Source: an optimization exercise on an open RTL-to-GDS flow (aim: small area). Production flows keep margins and buffers that such runs may drop. The RTL was checked by simulation tests, not by an equivalence proof against the original design.

## flow/design.v (module list and top-level ports; edited modules follow where they fit)
// module fadd: 4 lines
// module hadd: 4 lines
// module dds_core: 2001 lines
module dds_core(
    input  wire        clk,
    input  wire        rst_n,
    input  wire        btn_mode,
    input  wire        rot_a,
    input  wire        rot_b,
    input  wire        btn_step,
    output wire [10:0] rom_addr,
    input  wire [47:0] rom_data,
    output wire [11:0] dac_out
);
  // ...
==> flow/run.sh <==
#!/bin/bash
# synth_recipe.tcl (not shown) runs the flow's synth.tcl, then flattens the netlist and writes it again
# the make line also repeats each setting of config.mk as NAME=value (left out here)
make -C /OpenROAD-flow-scripts/flow DESIGN_CONFIG=/design/flow/config.mk WORK_HOME=/design/flow/orfs CLKGATE_MAP_FILE= SYNTH_SCRIPT=/design/flow/synth_recipe.tcl finish
==> flow/config.mk <==
export PLATFORM = sky130hd
export DESIGN_NAME = dds_core
export DESIGN_NICKNAME = dds_core
export VERILOG_FILES = /design/flow/design.v
export SDC_FILE = /design/flow/constraint.sdc
export NUM_CORES = 4
export LEC_CHECK = 0
export ABC_AREA = 1
export CAP_MARGIN = 0
export CORE_MARGIN = 2
export CORE_UTILIZATION = 75
export CTS_BUF_LIST = sky130_fd_sc_hd__clkbuf_2
export SLEW_MARGIN = 0
export SYNTH_HIERARCHICAL = 1
==> flow/constraint.sdc <==
create_clock -name core_clock -period 80.0 [get_ports {clk}]
set_input_delay 16.0000 -clock core_clock [delete_from_list [all_inputs] [get_ports {clk}]]
set_output_delay 16.0000 -clock core_clock [all_outputs]
set_load 0.01 [all_outputs]
==> results.py, run 1 <==
metrics = {
    "run_status": {
        "status": "finished clean",
    },
    "synthesis": {
        "synth-edff-count": 0,
        "synth_seq_cells": 259,
        "synth_top_flop_cell": "dfrtp_1",
        "synthSimpleGateAreaFrac": 0.0864,
        "synth.avg_cell_area_sq_um": 9.54,
        "post_synth_num_cell_types": 57,
        "synth_common_cells": "fa_1 (564), o22ai_1 (500), xor2_1 (471)",
    },
    "routing": {
        "drc": 0,
        "wl_met2_um": 49200,
    },
    "critical_path": {
        "rrSetupSlack_ns": 48.97,
        "criticalPathCategory": "reg2reg",
        "worstSetupStartpointType": "register",
        "cpMostUsedCell": "fa_1",
        "crit_cells": 75,
    },
    "cells_and_area": {
        "fin_nets": 4247,
        "fillers": 2926,
        "num_antenna_cells": 3,
        "clkCellAreaFrac": 0.0168,
        "multi_input_area_sq_um": 25300,
        "seqCellArea_sq_um": 6490,
    },
    "clock_network": {
        "cts_tree": "done",
        "cts-hold-fix-buffers": 0,
        "clock-sinks": 259,
        "clk-insertion-delay-late_ns": 1.10,
    },
    "global_routing": {
        "top_usage_layer": "met2",
    },
    "sta": {
        "setup_tns_ns": 0,
        "whs_ns": 0.349,
    },
    "job": {
        "drv_cap": 0,
    },
    "floorplan": {
        "nWellTaps": 600,
    },
}
==> inputs of run 2 (changes only) <==
--- a/flow/config.mk
+++ b/flow/config.mk
@@ -10,4 +10,4 @@
 export CORE_MARGIN = 2
-export CORE_UTILIZATION = 75
-export CTS_BUF_LIST = sky130_fd_sc_hd__clkbuf_2
+export CORE_UTILIZATION = 60
+export CTS_BUF_LIST = sky130_fd_sc_hd__clkbuf_4
 export SLEW_MARGIN = 0
==> run 2 against run 1 <==
  * Final cell count increased by 4.2%
  * Fmax decreased by 0.30%
  * Critical endpoint is now delta_y[25]
  * Critical path depth unchanged
  * Clock skew decreased by 0.035 ns
  * Wire length increased by 2.6%
  * Still clean on timing, DRC and antenna
  * Non-clock buffer count increased by 7
  * Worst hold slack got worse by 0.0055 ns
==> results.py, run 2 <==
metrics = {
    "cells_and_area": {
        "stdcell_count": 4344,
        "layout_commonest_cell": "fa_1",
        "final_cell_mix": "fa_1 (564), o22ai_1 (500), xor2_1 (471)",
        "layout-drive-gt1-share": 0.0854,
        "fillers": 4721,
        "multi_input_area_sq_um": 25300,
        "area.growth.synth_to_final_pct": 6.46,
        "fin_nets": 4262,
        "reg.largest.list": "out1 (32), out2 (32)",
        "seqCellArea_sq_um": 6490,
    },
    "routing": {
        "routedWlPerCell_um": 27.8,
        "drt_iter0_drc": 3708,
        "drc": 0,
        "vias": 29100,
        "wl_um": 121000,
        "vias_per_cell": 6.70,
        "firstDrtPassIters": 14,
        "ant_nets": 0,
    },
    "synthesis": {
        "synth_area_leaders": "fa_1 (33%), dfrtp_1 (19%), xor2_1 (12%)",
        "synth.avg_cell_area_sq_um": 9.54,
        "synth_seq_cells": 259,
        "synth_common_cells": "fa_1 (564), o22ai_1 (500), xor2_1 (471)",
        "post_synth_num_cell_types": 57,
        "syn-instance-count": 3585,
        "ys_seq_area_frac": 0.190,
        "synth_top_flop_cell": "dfrtp_1",
        "async_flop_share": 1.00,
        "synth.most_common_cell": "fa_1",
        "synth-edff-count": 0,
        "yosysTopAreaCell": "fa_1",
        "syn_area_sq_um": 34200,
        "synth_top_area_frac": 0.330,
        "ys.warnings.count": 7,
    },
    "sta": {
        "finalWorstSetupSlack_ns": 48.88,
        "finalSetupViolations": 0,
        "fmax_mhz": 32.1,
        "skew_ns": 0.0760,
        "slew_headroom": 0.205,
        "setup_tns_ns": 0,
        "slew_violations": 0,
        "tightestPinTransition_ns": 1.18,
        "rsz0062_at_grt": "false",
        "min_period_over_period": 0.389,
        "period_minus_slack_ns": 31.12,
        "hold_viol_final": 0,
    },
    "clock_network": {
        "cts_buffers": 75,
        "clock-sinks": 259,
        "cts_buffer_depth": 3,
        "clk-insertion-delay-late_ns": 0.81,
        "cts_setup_buffers": 0,
        "cts_tree": "done",
        "cts_root_buffer": "clkbuf_4",
        "clk_pin_slew_ns": 0.06,
        "cts-hold-fix-buffers": 0,
        "h-tree-depth": 3,
        "cts.repair.resized": 0,
    },
    "critical_path": {
        "cpMostUsedCell": "fa_1",
        "path_max_fanout": 30,
        "slowest_stage": "fa_1",
        "worstSetupStartpointType": "register",
        "criticalPathCategory": "reg2reg",
        "crit_arrival_ns": 31.78,
        "slowest_delay_ns": 1.02,
        "crit_required_ns": 80.66,
        "reg2reg_depth": 75,
        "cp-end-kind": "register",
    },
    "global_routing": {
        "grt_pass1_wl_um": 186000,
        "grtUsageTotal": 0.418,
        "grt_max_degree": 115,
        "antenna_found_initial": 3,
        "grt_pass1_vias": 31000,
        "overflow": 0,
    },
    "floorplan": {
        "die_x_um": 243,
        "start_util": 0.607,
        "pin_count": 77,
        "die_y_um": 243,
        "core_sq_um": 56400,
        "die_area_sq_um": 58900,
        "rows": 87,
    },
    "min_path": {
        "hp-class": "reg2reg",
        "hold-path-cell-count": 0,
    },
    "job": {
        "drv_cap": 0,
    },
    "run_status": {
        "status": "finished clean",
    },
    "placement": {
        "gp_congestion": 0.957,
        "dp_cells": 4209,
        "port_buffers": 76,
        "place_ws_ns": 48.97,
        "hpwl_um": 81800,
    },
}
[run 2: cell counts after synthesis]
No cell type changed its count.
[run 2: metrics by stage]
step,hold WS (ns),cell area [sq um],util
after CTS,0.345,36400,0.645
final,0.343,36400,0.646
after detailed placement,0.336,35500,0.629
after floorplan,0.331,34200,-
after global placement,0.338,35500,0.629
after global routing,0.354,36400,0.646
[run 2: final cells by class]
type	instances	share of cell area
Sequential cell	259	0.178
Multi-Input combinational cell	2708	0.696
Clock buffer	110	0.0227
Tap cell	756	0.0260
Inverter	312	0.0322
Antenna cell	3	0.000206
Clock inverter	21	0.00320
Timing Repair Buffer	175	0.0414
[run 2: worst paths after layout]
path	from	to	slack, ns
max	Enable	delta_y[25]	48.88
min	sb_D1	sb_D2	0.34
max reg2reg	Enable	delta_y[25]	48.88
min reg2reg	sb_D1	sb_D2	0.34
max in group asynchronous	rst_n	out1[7]	62.31
min in group asynchronous	rst_n	Address[9]	15.25
[run 2: layer usage]
layer  track usage  share of wire  vias to the layer above
li1              -              -                    11900
met1         0.522           0.35                    14400
met2         0.637           0.45                     2126
met3         0.143           0.13                      614
met4         0.243          0.071                        0
met5             0              0                        -
[run 2: logic make-up after synthesis]
kind of cell | Yosys count | share of synthesized area
DFF | 259 | 0.190
other | 2 | 0.000220
AOI/OAI and AO/OA | 808 | 0.148
buffers and inverters | 622 | 0.0717
muxes | 30 | 0.00988
adders and majority gates | 677 | 0.371
xor gates and xnor gates | 480 | 0.123
and+or+nand+nor | 707 | 0.0864
[run 2: Yosys stat by module (local to each module, per instance)]
| module | flops+latches | times used |
|---|---|---|
| fadd | 0 | 562 |
| hadd | 0 | 88 |
| dds_core | 259 | 1 |
[run 2: critical path: cells and delay by family (launching register included)]
| kind | cells | cell delay [ns] |
|---|---|---|
| compound gates | 3 | 0.96 |
| xor+xnor | 1 | 0.31 |
| fa+ha+maj | 68 | 28.10 |
| buf+inv | 2 | 0.58 |
| flops | 1 | 0.85 |
| simple gates | 1 | 0.13 |

[port drivers added, routing unchanged]
In the flow no input, the clock included, has a driving cell. The finished layouts below were timed again as built, in two steps.
Step 1, drivers: a clkbuf_16 drives clk and a buf_2 each remaining input, both assumed.
Step 2 adds t to the input delays and takes it off the output delays; t is the mean of the earliest and latest rising clock arrival at the registers after step 1. Input paths then give back, and output paths get back, about the clock's delay inside the block.
Three values: ideal ports, drivers, drivers and shift; two values: the first two.
run	t, ns	setup slack, ns	cell pins on the clock port's net
run 1	1.099	48.974 / 48.974 / 48.974	1
run 2	0.832	48.881 / 48.881 / 48.881	1
After both steps setup and hold are still met in every run listed.
